This is an optimization exercise on Yosys and OpenROAD, whose aim is small area, not a production implementation. Only simulation tests tie the RTL to the original design; equivalence was not proved. The flow treats the clock pin as an ideal source. Dropping or thinning the clock tree relies on that and would not hold on a real chip. Power figures rest on the tool's default switching activity, not on a simulated workload.

== job 540 ==
Design battleship, start of the top module:
module battleship (
  input            clk  ,
  input            rst  ,
  input            start,
  input      [1:0] X    ,
  input      [1:0] Y    ,
  input            pAb  ,
  input            pBb  ,
  output reg [7:0] disp0,
  output reg [7:0] disp1,
  output reg [7:0] disp2,
  output reg [7:0] disp3,
  output reg [7:0] led
);
localparam [3:0] IDLE = 4'd0;
localparam [3:0] DISPLAY_A = 4'd8;
localparam [3:0] INPUT_A = 4'd2;
localparam [3:0] ERROR = 4'd10;
localparam [3:0] DISPLAY_B = 4'd9;
localparam [3:0] INPUT_B = 4'd3;
localparam [3:0] SHOW_SCORE = 4'd11;
localparam [3:0] SHOOT_A = 4'd4;
localparam [3:0] SINK_A = 4'd12;
localparam [3:0] WIN_A = 4'd14;
localparam [3:0] SHOOT_B = 4'd5;
localparam [3:0] SINK_B = 4'd13;
localparam [3:0] WIN_B = 4'd15;
localparam [3:0] OVRWIN_A = 4'd6;
localparam [3:0] OVRWIN_B = 4'd7;
localparam [7:0] D0 = 8'b00111111, D1 = 8'b00000110, D2 = 8'b01011011, D4 = 8'b01100110;
function [7:0] dig;
  input [1:0] v;
  dig = {1'b0, v[1], ~v[1] & ~v[0], ~v[0], v[1] | ~v[0], ~v[1] | v[0], 1'b1, v[1] | ~v[0]};
endfunction
reg  [3:0]  st;
reg  [15:0] mA, mB;    
reg  [1:0]  sA, sB;    
reg  [1:0]  XQ, YQ;    
reg         Z;         
reg         oa, ob;    
reg         lw;        
reg  [1:0]  ch;        
wire [5:0] cnt = {ch, YQ, XQ};
reg         btn;       
wire bA = btn, bB = btn;
wire s_IDLE = st == IDLE;
wire s_DISPLAY_A = st == DISPLAY_A;
wire s_INPUT_A = st == INPUT_A;
wire s_ERROR = st == ERROR;
wire s_DISPLAY_B = st == DISPLAY_B;
wire s_INPUT_B = st == INPUT_B;
wire s_SHOW_SCORE = st == SHOW_SCORE;
wire s_SHOOT_A = st == SHOOT_A;
wire s_SINK_A = st == SINK_A;
wire s_WIN_A = st == WIN_A;
wire s_SHOOT_B = st == SHOOT_B;
wire s_SINK_B = st == SINK_B;
wire s_WIN_B = st == WIN_B;
wire s_OVRWIN_A = st == OVRWIN_A;
wire s_OVRWIN_B = st == OVRWIN_B;
wire timed = s_DISPLAY_A | s_DISPLAY_B | s_ERROR | s_SHOW_SCORE | s_SINK_A | s_SINK_B | s_WIN_A | s_WIN_B;
wire t49 = cnt[0] & ~cnt[1] & ~cnt[2] & cnt[3] & ~cnt[5];
wire [5:0] cnt_inc = {cnt[4:0], ~(cnt[5] ^ cnt[4])};
wire run = timed & ~t49;
wire errB = sA == 2'd0;    
wire winA = Z & (sA == 2'd0);
wire winB = Z & (sB == 2'd0);
wire rd;
reg [3:0] nst;
always @(*) begin
  nst = st;
  case (st)
    IDLE:       if (start) nst = DISPLAY_A;
  ...
export LEC_CHECK = 0
export ABC_AREA = 1
export CAP_MARGIN = 0
export CORE_MARGIN = 2
export CORE_UTILIZATION = 40
export GPL_TIMING_DRIVEN = 0
export SLEW_MARGIN = 0
create_clock -name core_clock -period 5.0 [get_ports {clk}]
standard.sh (not shown) runs the stock make flow with config.mk's settings and CLKGATE_MAP_FILE= SYNTH_SCRIPT=/design/flow/synth_recipe.tcl, a recipe that flattens the netlist after the stock synthesis.
==> flow/flow/run.sh <==
#!/bin/bash
# Layout flow: the standard synthesis; an area-oriented re-mapping of the
# combinational logic (registers untouched, best of several ABC seeds); the standard flow's
# standard layout with minimum-size port buffers; after CTS, the clock tree is
# replaced by a few clock buffers that each drive a compact group of flip-flops.
set -u
RES=$PWD/orfs/results/$FLOW_PLATFORM/battleship/base
bash standard.sh synth > 1_standard_synth.log 2>&1 || { echo "standard synth failed"; exit 1; }
cp "$RES/1_2_yosys.v" 1_2_yosys_standard.v
export REMAP_T=20
REMAP_SEED=0 yosys -c flow/remap.tcl > 2_remap_yosys_0.log 2>&1
pids=""
for s in 1 2 3 4 5 6 7 8 9 10 11; do
  REMAP_SEED=$s yosys -c flow/remap.tcl > 2_remap_yosys_$s.log 2>&1 &
  pids="$pids $!"
  if [ $((s % 4)) -eq 3 ]; then wait $pids; pids=""; fi
done
wait $pids
best=""; besta=""
for s in 0 1 2 3 4 5 6 7 8 9 10 11; do
  f=1_2_yosys_remap_$s.v; st=2_remap_stat_$s.txt
  [ -s "$f" ] && [ -s "$st" ] || continue
  a=$(grep "Chip area for module" "$st" | awk '{print $NF}')
  echo "remap seed $s: $a" >> 2_remap_summary.txt
  if [ -z "$besta" ] || awk "BEGIN{exit !($a < $besta)}"; then best=$f; besta=$a; fi
done
if [ -n "$best" ]; then
  echo "using $best ($besta)" >> 2_remap_summary.txt
  cp "$best" "$RES/1_2_yosys.v"
  rm -f "$RES/1_synth.odb" "$RES/1_synth.sdc"
else
  echo "remap failed, keeping the standard netlist" | tee -a 2_remap_summary.txt
fi
export MC_CLOCK_PORT=clk MC_BUF=sky130_fd_sc_hd__clkbuf_8 MC_GROUPS=3
bash standard.sh "BUFFER_PORTS_ARGS=-buffer_cell sky130_fd_sc_hd__buf_1" \
  "CTS_ARGS=-sink_clustering_enable -repair_clock_nets -dont_use_dummy_load" \
  "POST_CTS_TCL=$PWD/flow/manual_clock.tcl" finish > 3_standard_layout.log 2>&1 || { echo "layout failed"; tail -20 3_standard_layout.log; exit 1; }
==> flow/flow/remap.tcl <==
yosys -import
set lib $::env(FLOW_HOME)/platforms/$::env(FLOW_PLATFORM)/lib/sky130_fd_sc_hd__tt_025C_1v80.lib
set res $::env(PWD)/orfs/results/$::env(FLOW_PLATFORM)/battleship/base
# cells ORFS keeps out of synthesis
set dont_use {}
foreach c [list probe_p_8 probec_p_8 lpflow_bleeder_1 lpflow_clkbufkapwr_1 lpflow_clkbufkapwr_16 lpflow_clkbufkapwr_2 lpflow_clkbufkapwr_4 lpflow_clkbufkapwr_8 lpflow_clkinvkapwr_1 lpflow_clkinvkapwr_16 lpflow_clkinvkapwr_2 lpflow_clkinvkapwr_4 lpflow_clkinvkapwr_8 lpflow_decapkapwr_12 lpflow_decapkapwr_3 lpflow_decapkapwr_4 lpflow_decapkapwr_6 lpflow_decapkapwr_8 lpflow_inputiso0n_1 lpflow_inputiso0p_1 lpflow_inputiso1n_1 lpflow_inputiso1p_1 lpflow_inputisolatch_1 lpflow_isobufsrc_1 lpflow_isobufsrc_16 lpflow_isobufsrc_2 lpflow_isobufsrc_4 lpflow_isobufsrc_8 lpflow_isobufsrckapwr_16 lpflow_lsbuf_lh_hl_isowell_tap_1 lpflow_lsbuf_lh_hl_isowell_tap_2 lpflow_lsbuf_lh_hl_isowell_tap_4 lpflow_lsbuf_lh_isowell_4 lpflow_lsbuf_lh_isowell_tap_1 lpflow_lsbuf_lh_isowell_tap_2 lpflow_lsbuf_lh_isowell_tap_4] {
  lappend dont_use -dont_use sky130_fd_sc_hd__$c
}
read_liberty -ignore_miss_func $lib
# registers and tie cells stay as they are
set keep [list]
foreach c [split [exec grep -o {sky130_fd_sc_hd__[a-z0-9_]*} $res/1_2_yosys.v | sort -u] "\n"] {
  if {[regexp {df|dl|conb|sdf|edf} $c]} { lappend keep $c }
}
blackbox {*}$keep
read_verilog $res/1_2_yosys.v
hierarchy -top $::env(FLOW_TOP)
flatten
opt_clean
hierarchy -top $::env(FLOW_TOP)
if {$::env(REMAP_SEED) == 0} { write_verilog -noattr $::env(PWD)/2_remap_generic.v }
design -reset
read_liberty -lib $lib
read_verilog $::env(PWD)/2_remap_generic.v
hierarchy -top $::env(FLOW_TOP)
techmap
opt -fast
abc -liberty $lib {*}$dont_use -script "+strash; &get -n; &deepsyn -T $::env(REMAP_T) -S $::env(REMAP_SEED); &put; dch -f; map -a"
opt_clean -purge
splitnets
opt_clean -purge
hilomap -singleton -hicell sky130_fd_sc_hd__conb_1 HI -locell sky130_fd_sc_hd__conb_1 LO
opt_clean -purge
yosys rename -hide {w:*.*}
opt_clean -purge
tee -o $::env(PWD)/2_remap_stat_$::env(REMAP_SEED).txt stat -liberty $lib
check -assert -mapped
write_verilog -noattr -nohex -nodec $::env(PWD)/1_2_yosys_remap_$::env(REMAP_SEED).v
Other scripts of this flow, unchanged in this note and not shown: flow/flow/manual_clock.tcl
Here is what was changed in the inputs of job 2811 compared with job 540.
-- flow/flow/run.sh --
<<< job 540, line 9
cp "$RES/1_2_yosys.v" 1_2_yosys_standard.v
export REMAP_T=20
REMAP_SEED=0 yosys -c flow/remap.tcl > 2_remap_yosys_0.log 2>&1
pids=""
for s in 1 2 3 4 5 6 7 8 9 10 11; do
  REMAP_SEED=$s yosys -c flow/remap.tcl > 2_remap_yosys_$s.log 2>&1 &
  pids="$pids $!"
  if [ $((s % 4)) -eq 3 ]; then wait $pids; pids=""; fi
>>> job 2811, line 9
cp "$RES/1_2_yosys.v" 1_2_yosys_standard.v
export REMAP_T=20
REMAP_SEED=0 REMAP_TAG=0 REMAP_EXTRA="" yosys -c flow/remap.tcl > 2_remap_yosys_0.log 2>&1
pids=""
for s in $(seq 1 15); do
  extra=""
  if [ $s -ge 8 ]; then extra="; strash; dch -f; map -a"; fi
  REMAP_SEED=$((s % 8)) REMAP_TAG=$s REMAP_EXTRA="$extra" yosys -c flow/remap.tcl > 2_remap_yosys_$s.log 2>&1 &
  pids="$pids $!"
  if [ $((s % 4)) -eq 3 ]; then wait $pids; pids=""; fi
<<< job 540, line 18
wait $pids
best=""; besta=""
for s in 0 1 2 3 4 5 6 7 8 9 10 11; do
  f=1_2_yosys_remap_$s.v; st=2_remap_stat_$s.txt
  [ -s "$f" ] && [ -s "$st" ] || continue
>>> job 2811, line 20
wait $pids
best=""; besta=""
for s in $(seq 0 15); do
  f=1_2_yosys_remap_$s.v; st=2_remap_stat_$s.txt
  [ -s "$f" ] && [ -s "$st" ] || continue
-- flow/flow/remap.tcl --
<<< job 540, line 19
opt_clean
hierarchy -top $::env(FLOW_TOP)
if {$::env(REMAP_SEED) == 0} { write_verilog -noattr $::env(PWD)/2_remap_generic.v }
design -reset
read_liberty -lib $lib
>>> job 2811, line 19
opt_clean
hierarchy -top $::env(FLOW_TOP)
if {$::env(REMAP_TAG) == 0} { write_verilog -noattr $::env(PWD)/2_remap_generic.v }
design -reset
read_liberty -lib $lib
<<< job 540, line 26
techmap
opt -fast
abc -liberty $lib {*}$dont_use -script "+strash; &get -n; &deepsyn -T $::env(REMAP_T) -S $::env(REMAP_SEED); &put; dch -f; map -a"
opt_clean -purge
splitnets
>>> job 2811, line 26
techmap
opt -fast
abc -liberty $lib {*}$dont_use -script "+strash; &get -n; &deepsyn -T $::env(REMAP_T) -S $::env(REMAP_SEED); &put; dch -f; map -a$::env(REMAP_EXTRA)"
opt_clean -purge
splitnets
<<< job 540, line 34
yosys rename -hide {w:*.*}
opt_clean -purge
tee -o $::env(PWD)/2_remap_stat_$::env(REMAP_SEED).txt stat -liberty $lib
check -assert -mapped
write_verilog -noattr -nohex -nodec $::env(PWD)/1_2_yosys_remap_$::env(REMAP_SEED).v
>>> job 2811, line 34
yosys rename -hide {w:*.*}
opt_clean -purge
tee -o $::env(PWD)/2_remap_stat_$::env(REMAP_TAG).txt stat -liberty $lib
check -assert -mapped
write_verilog -noattr -nohex -nodec $::env(PWD)/1_2_yosys_remap_$::env(REMAP_TAG).v
## What came out
Job 540 and job 2811 ended up with nearly the same clock skew. Diff job 540 -> job 2811 | half-perimeter wire length after placement | decrease of about 1%. Going from job 540 to job 2811, post-detailed-placement cell area shrank slightly. In job 2811 relative to job 540, via count had gone up slightly.
The inputs of job 6792 differ from those of job 2811 as listed below.
-- flow/flow/run.sh --
<<< job 2811, line 37
bash standard.sh "BUFFER_PORTS_ARGS=-buffer_cell sky130_fd_sc_hd__buf_1" \
  "CTS_ARGS=-sink_clustering_enable -repair_clock_nets -dont_use_dummy_load" \
  "POST_CTS_TCL=$PWD/flow/manual_clock.tcl" finish > 3_standard_layout.log 2>&1 || { echo "layout failed"; tail -20 3_standard_layout.log; exit 1; }
>>> job 6792, line 37
bash standard.sh "BUFFER_PORTS_ARGS=-buffer_cell sky130_fd_sc_hd__buf_1" \
  "CTS_ARGS=-sink_clustering_enable -repair_clock_nets -dont_use_dummy_load" \
  "POST_CTS_TCL=$PWD/flow/manual_clock.tcl" SKIP_REPAIR_TIE_FANOUT=1 finish > 3_standard_layout.log 2>&1 || { echo "layout failed"; tail -20 3_standard_layout.log; exit 1; }
--- outcome ---
- Job 6792 against job 2811; first-iteration DRC count is down by more than a quarter.
- Cell area essentially unchanged between job 2811 and job 6792.
- Diff job 2811 -> job 6792: share of the clock period used by the worst path did not really move; routed wire length went down; fmax did not really move; synthesis-to-finish area growth went down.
- As far as sequential cell count is concerned, job 6792 and job 2811 perform about the same.
- Job 6792 against job 2811: half-perimeter wire length after detailed placement -about 0.9%, first-pass GRT wire length -about 2%.
No run of this note takes its clock network from TritonCTS; it comes from the design's own scripts or RTL.

========
== v8 ==
Starting RTL as in the previous note.
export LEC_CHECK = 0
export ABC_AREA = 1
export CAP_MARGIN = 20
export CORE_MARGIN = 2
export CORE_UTILIZATION = 40
export SLEW_MARGIN = 20
create_clock -name core_clock -period 5.0 [get_ports {clk}]
==> flow/flow/run.sh <==
#!/bin/bash
# Layout flow: the standard synthesis, then an area-oriented re-mapping of the
# combinational logic (registers untouched), then the standard layout with
# minimum-size port buffers.
set -u
RES=$PWD/orfs/results/$FLOW_PLATFORM/battleship/base
bash standard.sh synth > 1_standard_synth.log 2>&1 || { echo "standard synth failed"; exit 1; }
cp "$RES/1_2_yosys.v" 1_2_yosys_standard.v
if yosys -c flow/remap.tcl > 2_remap_yosys.log 2>&1 && [ -s 1_2_yosys_remap.v ]; then
  cp 1_2_yosys_remap.v "$RES/1_2_yosys.v"
  rm -f "$RES/1_synth.odb" "$RES/1_synth.sdc"
else
  echo "remap failed, keeping the standard netlist"
fi
bash standard.sh "BUFFER_PORTS_ARGS=-buffer_cell sky130_fd_sc_hd__buf_1" "CTS_ARGS=-sink_clustering_enable -repair_clock_nets -dont_use_dummy_load -sink_clustering_size 30 -sink_clustering_max_diameter 500 -buf_list sky130_fd_sc_hd__clkbuf_8" finish > 3_standard_layout.log 2>&1 || { echo "layout failed"; tail -20 3_standard_layout.log; exit 1; }
Other scripts of this flow, unchanged in this note and not shown: flow/flow/remap.tcl
#### Input delta (v32 over v8)
- SLEW_MARGIN changed from 20 to 0
- CAP_MARGIN changed from 20 to 0
- GPL_TIMING_DRIVEN newly set to 0
diff --git a/flow/flow/run.sh b/flow/flow/run.sh
--- a/flow/flow/run.sh
+++ b/flow/flow/run.sh
@@ -14,2 +14,2 @@
 fi
-bash standard.sh "BUFFER_PORTS_ARGS=-buffer_cell sky130_fd_sc_hd__buf_1" "CTS_ARGS=-sink_clustering_enable -repair_clock_nets -dont_use_dummy_load -sink_clustering_size 30 -sink_clustering_max_diameter 500 -buf_list sky130_fd_sc_hd__clkbuf_8" finish > 3_standard_layout.log 2>&1 || { echo "layout failed"; tail -20 3_standard_layout.log; exit 1; }
+bash standard.sh "BUFFER_PORTS_ARGS=-buffer_cell sky130_fd_sc_hd__buf_1" "CTS_ARGS=-sink_clustering_enable -repair_clock_nets -dont_use_dummy_load" finish > 3_standard_layout.log 2>&1 || { echo "layout failed"; tail -20 3_standard_layout.log; exit 1; }
[summary]
In summary, v32 completed successfully, with a layout that passed the timing, DRC and antenna checks.
Sort v32 and v8 by clock slew seen by the registers of the worst setup and hold paths asc -> top: v32
Diff v8..v32 | critical path depth | unchanged
Compared to v8, v32 reaches a lower achievable clock.
Compared with v8, v32 shows first-pass GRT wire length lower by about 3.2%.
Where wire length is concerned, v8 is outperformed by v32.
Summary — finished layout cell area, v32 relative to v8: lower, by about 0.9%.
Met3 capacity usage during global routing: v32 < v8
Final instance count without filler cells, v32 and v8: smaller value in v32
Inputs modified between v32 and v27:
- GPL_TIMING_DRIVEN no longer set, was 0
- CAP_MARGIN now 20, was 0
- SLEW_MARGIN now 20, was 0
diff --git a/flow/flow/run.sh b/flow/flow/run.sh
--- a/flow/flow/run.sh
+++ b/flow/flow/run.sh
@@ -14,2 +14,2 @@
 fi
-bash standard.sh "BUFFER_PORTS_ARGS=-buffer_cell sky130_fd_sc_hd__buf_1" "CTS_ARGS=-sink_clustering_enable -repair_clock_nets -dont_use_dummy_load" finish > 3_standard_layout.log 2>&1 || { echo "layout failed"; tail -20 3_standard_layout.log; exit 1; }
+bash standard.sh "BUFFER_PORTS_ARGS=-buffer_cell sky130_fd_sc_hd__buf_1" "CTS_ARGS=-sink_clustering_enable -repair_clock_nets -dont_use_dummy_load -sink_clustering_size 60 -sink_clustering_max_diameter 500 -buf_list sky130_fd_sc_hd__clkbuf_16" finish > 3_standard_layout.log 2>&1 || { echo "layout failed"; tail -20 3_standard_layout.log; exit 1; }
Notes after the runs:
- In v27, detailed placer's ending HPWL is higher than in v32.
- Taking v32 as the reference, in v27 count of endpoints failing hold in the final timing report essentially unchanged, power increased about 10%, flip-flop and latch area essentially unchanged, clock skew decreased 0.0084 ns.
- The standard cells in v27 occupy more silicon area than those in v32 do.
- Compared with v32, v27 shows met1 wire length higher by 9.2%.
- Against v32, wire length in v27 came out worse.

re-timing with driven ports:
The flow's constraints put no driver on any port. The routed layouts listed below were extracted and timed again, unchanged, in two steps.
Step 1, drivers: a clkbuf_16 drives clk and a buf_2 each remaining input, both assumed.
Step 2, shift: input delay + t, output delay - t, t = (earliest + latest rising clock arrival at the registers) / 2. This alone moves slack from input paths to output paths.
Slacks: ideal ports / drivers / drivers and shift; pairs: ideal ports / drivers.
| run | shift t [ns] | setup WS [ns] | worst setup path after step 2 | clock arrival spread, ns |
|---|---|---|---|---|
| job 540 | 0.206 | 0.565 / 0.565 / 0.565 | register to register | 0.014 / 0.013 |
| job 2811 | 0.213 | 0.638 / 0.638 / 0.638 | register to register | 0.012 / 0.013 |
| job 6792 | 0.209 | 0.636 / 0.636 / 0.636 | register to register | 0.020 / 0.020 |
| v8 | 0.329 | 0.503 / 0.504 / 0.504 | register to register | 0.021 / 0.021 |
| v32 | 0.332 | 0.472 / 0.472 / 0.472 | register to register | 0.022 / 0.022 |
| v27 | 0.320 | 0.503 / 0.503 / 0.503 | register to register | 0.013 / 0.013 |
After both steps setup and hold are still met in every run listed.
